Background: an optimization exercise with open tools, aiming at small area and a short achievable clock period. Do not read the settings as production practice.
Only simulation tests tie the RTL to the original design; equivalence was not proved.

## flow/design.v (module list and top-level ports; edited modules follow where they fit)
// module FA: 4 lines
// module BS: 3 lines
// module PE_cs_01: 2309 lines
// module PE_cs_10: 2309 lines
// module PE_cs_11: 2309 lines
// module PE_reg_00: 2309 lines
// module Systolic_Array: 48 lines
module Systolic_Array(IP_Left0, IP_Left4, IP_Left8, IP_Left12,
    IP_Up0, IP_Up1, IP_Up2, IP_Up3, Result0,
    Result1, Result2, Result3, Result4, Result5, Result6, Result7,
    Result8, Result9, Result10, Result11, Result12, Result13, Result14, Result15,
    Clk, Reset, Done);
  // ...
==> flow/run.sh <==
#!/bin/bash
# synth_recipe.tcl (not shown) runs the flow's synth.tcl, then flattens the netlist and writes it again
# the make line also repeats each setting of config.mk as NAME=value (left out here)
make -C /OpenROAD-flow-scripts/flow DESIGN_CONFIG=/design/flow/config.mk WORK_HOME=/design/flow/orfs CLKGATE_MAP_FILE= SYNTH_SCRIPT=/design/flow/synth_recipe.tcl finish
==> flow/config.mk <==
export PLATFORM = sky130hd
export DESIGN_NAME = Systolic_Array
export DESIGN_NICKNAME = Systolic_Array
export VERILOG_FILES = /design/flow/design.v
export SDC_FILE = /design/flow/constraint.sdc
export NUM_CORES = 8
export LEC_CHECK = 0
export CAP_MARGIN = 20
export CORE_MARGIN = 2
export CORE_UTILIZATION = 60
export SLEW_MARGIN = 20
export SYNTH_HIERARCHICAL = 1
==> flow/constraint.sdc <==
create_clock -name core_clock -period 14.0 [get_ports {Clk}]
set_input_delay 2.8000 -clock core_clock [delete_from_list [all_inputs] [get_ports {Clk}]]
set_output_delay 2.8000 -clock core_clock [all_outputs]
set_load 0.01 [all_outputs]
==> impl_metrics.csv, run 1 <==
group,metric,value,unit
final_layout,dominant_cells,"multi-input gates",
final_layout,multi_input_area,438000,um2
timing,fin_ws,4670,ps
synth,syn_inst,40200,
critical_path,crit_required,11200,ps
timing,hold_slack,381,ps
final_layout,nMultiInputCombCells,36700,
final_layout,multi_input_area_share,80.2,%
critical_path,critPathTopFamily,"compound AO/OA/AOI/OAI gates",
run_status,status,"complete, no violations",
floorplanning,io_pins,1283,
job,drv_cap,0,
hold_path,min_to,"P14.right_o[0]",
clock_tree,path_clk_slew,60,ps
clock_tree,cts_root_buf,"clkbuf_16",
place,dpl.cell_count,53700,
drt,first_pass_iters,13,
critical_path,cp_slowest_cell,"clkdlybuf4s50_1",
grt,use_met1,59.6,%
grt,grt_pass1_wl,3120000,um
grt,antenna_found_initial,172,
place,dp.final_hpwl,1480000,um
place,globalplace.congestion,1.04,
final_layout,layout.nonclk_buf_share,4.06,%
drt,post-route-drc-count,0,
critical_path,cp.depth,11,
critical_path,reg2reg_setup_slack,4940,ps
critical_path,reg2reg_to,"P10.acc[53]",
hold_path,worstHoldStart,"P13.right_o[0]",
grt,track_usage,51.9,%
grt,met3_usage,21.7,%
grt,grt_max_degree,82,
==> inputs of run 2 (changes only) <==
--- a/flow/config.mk
+++ b/flow/config.mk
@@ -9,3 +9,3 @@
 export CORE_MARGIN = 2
-export CORE_UTILIZATION = 60
+export CORE_UTILIZATION = 40
 export SLEW_MARGIN = 20
==> run 2 against run 1 <==
Worst hold slack better by 4.1 ps. Critical path depth unchanged. First-iteration DRC count down 17%. Synthesized area unchanged. Sequential cell count unchanged. Largest cell class unchanged.
==> impl_metrics.csv, run 2 <==
group,metric,value,unit
critical_path,reg2reg_to,"P10.acc[53]",
grt,grt_pass1_wl,3210000,um
hold_path,holdPathStages,0,
final_layout,final_cell_mix,"9107 x xnor2_1, 8449 x fa_1, 8448 x a22oi_2",
critical_path,setup.worst_path.class,"reg -> out",
place,globalplace.congestion,0.997,
timing,timing.fmax,105,MHz
drt,vias_per_cell,6.57,
floorplanning,core,1220000,um2
run_status,status,"complete, no violations",
drt,post-route-drc-count,0,
clock_tree,path_clk_slew,60,ps
critical_path,critPathTopFamily,"compound AO/OA/AOI/OAI gates",
critical_path,crit_chain,"ha_1 -> nand4_1 -> nor3_1 -> o2111ai_1 -> a311oi_1 -> o21ai_1 -> a21o_1 -> o211a_1 -> o21ai_1 -> xor2_1 -> clkdlybuf4s50_1",
synth,syn_area,491000,um2
timing,finalHoldViolations,0,
timing,period_share,68.1,%
critical_path,path_max_fanout,4,
synth,synth_warnings,11,
drt,ant_nets,0,
grt,first_global_vias,431000,
critical_path,cp.depth,11,
place,dp.final_hpwl,1560000,um
critical_path,cp_slowest_cell,"clkdlybuf4s50_1",
clock_tree,post_cts_buffers,0,
drt,drtIter0Drc,40900,
drt,routed_wl,2250000,um
grt,track_usage,35.8,%
grt,grt_max_degree,146,
clock_tree,clk_latency,1180,ps
synth,avgSynthCellArea,12.2,um2
hold_path,min_path_type,"reg -> reg",
final_layout,nets,53900,
timing,tightest_slew,1250,ps
critical_path,max_stage_delay,1320,ps
clock_tree,htreeDepth,5,
critical_path,cp_num_buf_inv,1,
critical_path,critPathLaunch,"P12.rs[7]",
critical_path,worst_ep_arrival_time,6740,ps
critical_path,crit_path_end_kind,"output pin",
clock_tree,holdBufCountCts,0,
critical_path,r2r.worst_path.cells,22,
floorplanning,dieHeight,1110,um
timing,skew,129,ps
drt,first_pass_iters,6,
timing,period_needed,9540,ps
timing,final_max_slew_viol_count,0,
job,drv_cap,0,
timing,relSlewSlack,15.9,%
clock_tree,cts_tree,"built",
final_layout,final_util,45.3,%
critical_path,crit_required,11200,ps
clock_tree,cts.sinks,2208,
critical_path,start_kind,"register",
clock_tree,clockBufferDepth,5,
floorplanning,io_pins,1283,
critical_path,r2r-start,"P6.down_o[13]",
floorplanning,die_x,1110,um
critical_path,crit_end,"Result12[58]",
drt,num_vias,394000,
floorplanning,die-area,1240000,um2
grt,globalRouteOverflowTotal,0,
clock_tree,post_cts_resized,0,
floorplanning,rows,406,
timing,rsz0062_at_grt,"no",
place,io_buffer_count,1282,
clock_tree,cts_buffers,337,
critical_path,reg2reg_setup_slack,5050,ps
final_layout,mostFrequentLayoutCell,"xnor2_1",
final_layout,area_growth,12.9,%
clock_tree,cts_root_buf,"clkbuf_16",
grt,antenna_found_initial,153,
critical_path,crit_top_cell,"o21ai_1",
drt,wire_per_inst,37.5,um
timing,setup_viol,0,
final_layout,drive_gt1_share,27.6,%
synth,syn_inst,40200,
timing,fin_tns_setup,0,ps
floorplanning,start_util,40.1,%
==> run 2: final cells by class <==
cell class | instances | area [um2]
clock buffer | 426 | 9340
antenna | 76 | 190
clock inverter | 187 | 2430
sequential | 2208 | 56100
timing repair buffer | 2705 | 22600
fill | 112000 | 668000
tap | 16300 | 20400
multi-input combinational | 36700 | 438000
inverter | 1328 | 5060
==> run 2: metrics by stage <==
| step | hold WS, ps | setup WS (ps) | std cells | area, um2 |
|---|---|---|---|---|
| floorplan | 403 | 3750 | 40700 | 492000 |
| global placement | 375 | 5140 | 59200 | 542000 |
| CTS | 391 | 4410 | 59900 | 554000 |
| finish | 386 | 4460 | 59900 | 554000 |
| detailed placement | 383 | 5130 | 59200 | 542000 |
| global route | 398 | 4420 | 59900 | 554000 |
==> run 2: worst reg2reg max path, stage by stage (launching register included) <==
cell and delay (ps):
dfrtp_2 500, buf_4 810, inv_1 300, nand3_1 220, o21ai_4 70, buf_4 380, a22oi_2 350, xnor2_1 180
fa_1 500, fa_1 560, fa_1 450, fa_1 450, fa_1 450, fa_1 390, fa_1 460, ha_1 460
nand2_1 160, or3_1 450, nor3_1 380, nand4_1 250, a2111oi_0 710, or2_1 210, xor2_1 160
==> run 2: worst min path at each step <==
stage                   startpoint             end  slack [ps]
CTS                 P13.right_o[6]  P14.right_o[6]         390
global route         P9.right_o[3]  P10.right_o[3]         400
floorplan           P0.right_o[30]  P1.right_o[30]         400
detailed placement  P13.right_o[6]  P14.right_o[6]         380
finish               P9.right_o[3]  P10.right_o[3]         390
global placement    P13.right_o[6]  P14.right_o[6]         380
==> run 2: routing by layer <==
metal	track usage, %	vias to the layer above	wire length [um]
met1	43.3	207000	813000
li1	-	151000	-
met3	11.5	8254	262000
met5	0.0534	-	581
met2	52.5	27500	951000
met4	28.3	90	222000

## separate check: timing with driven ports
In the flow no input, the clock included, has a driving cell. The finished layouts below were timed again as built, in two steps.
Step 1 (the two cells are an assumption about what drives the block):
set clk [get_ports {Clk}]
set_driving_cell -lib_cell sky130_fd_sc_hd__clkbuf_16 $clk
set_driving_cell -lib_cell sky130_fd_sc_hd__buf_2 [delete_from_list [all_inputs] $clk]
Step 2 also shifts input and output timing later by t, the mid clock arrival at the registers, as if the neighbouring blocks saw the same clock.
a / b / c = ideal / step 1 / step 2; a / b = the first two.
run | shift t [ns] | setup slack, ns | pins driven straight from the clock port
run 1 | 1.258 | 4.671 / 4.500 / 4.940 | 1
run 2 | 1.294 | 4.460 / 4.273 / 5.046 | 1
After both steps every run listed still meets setup and hold.
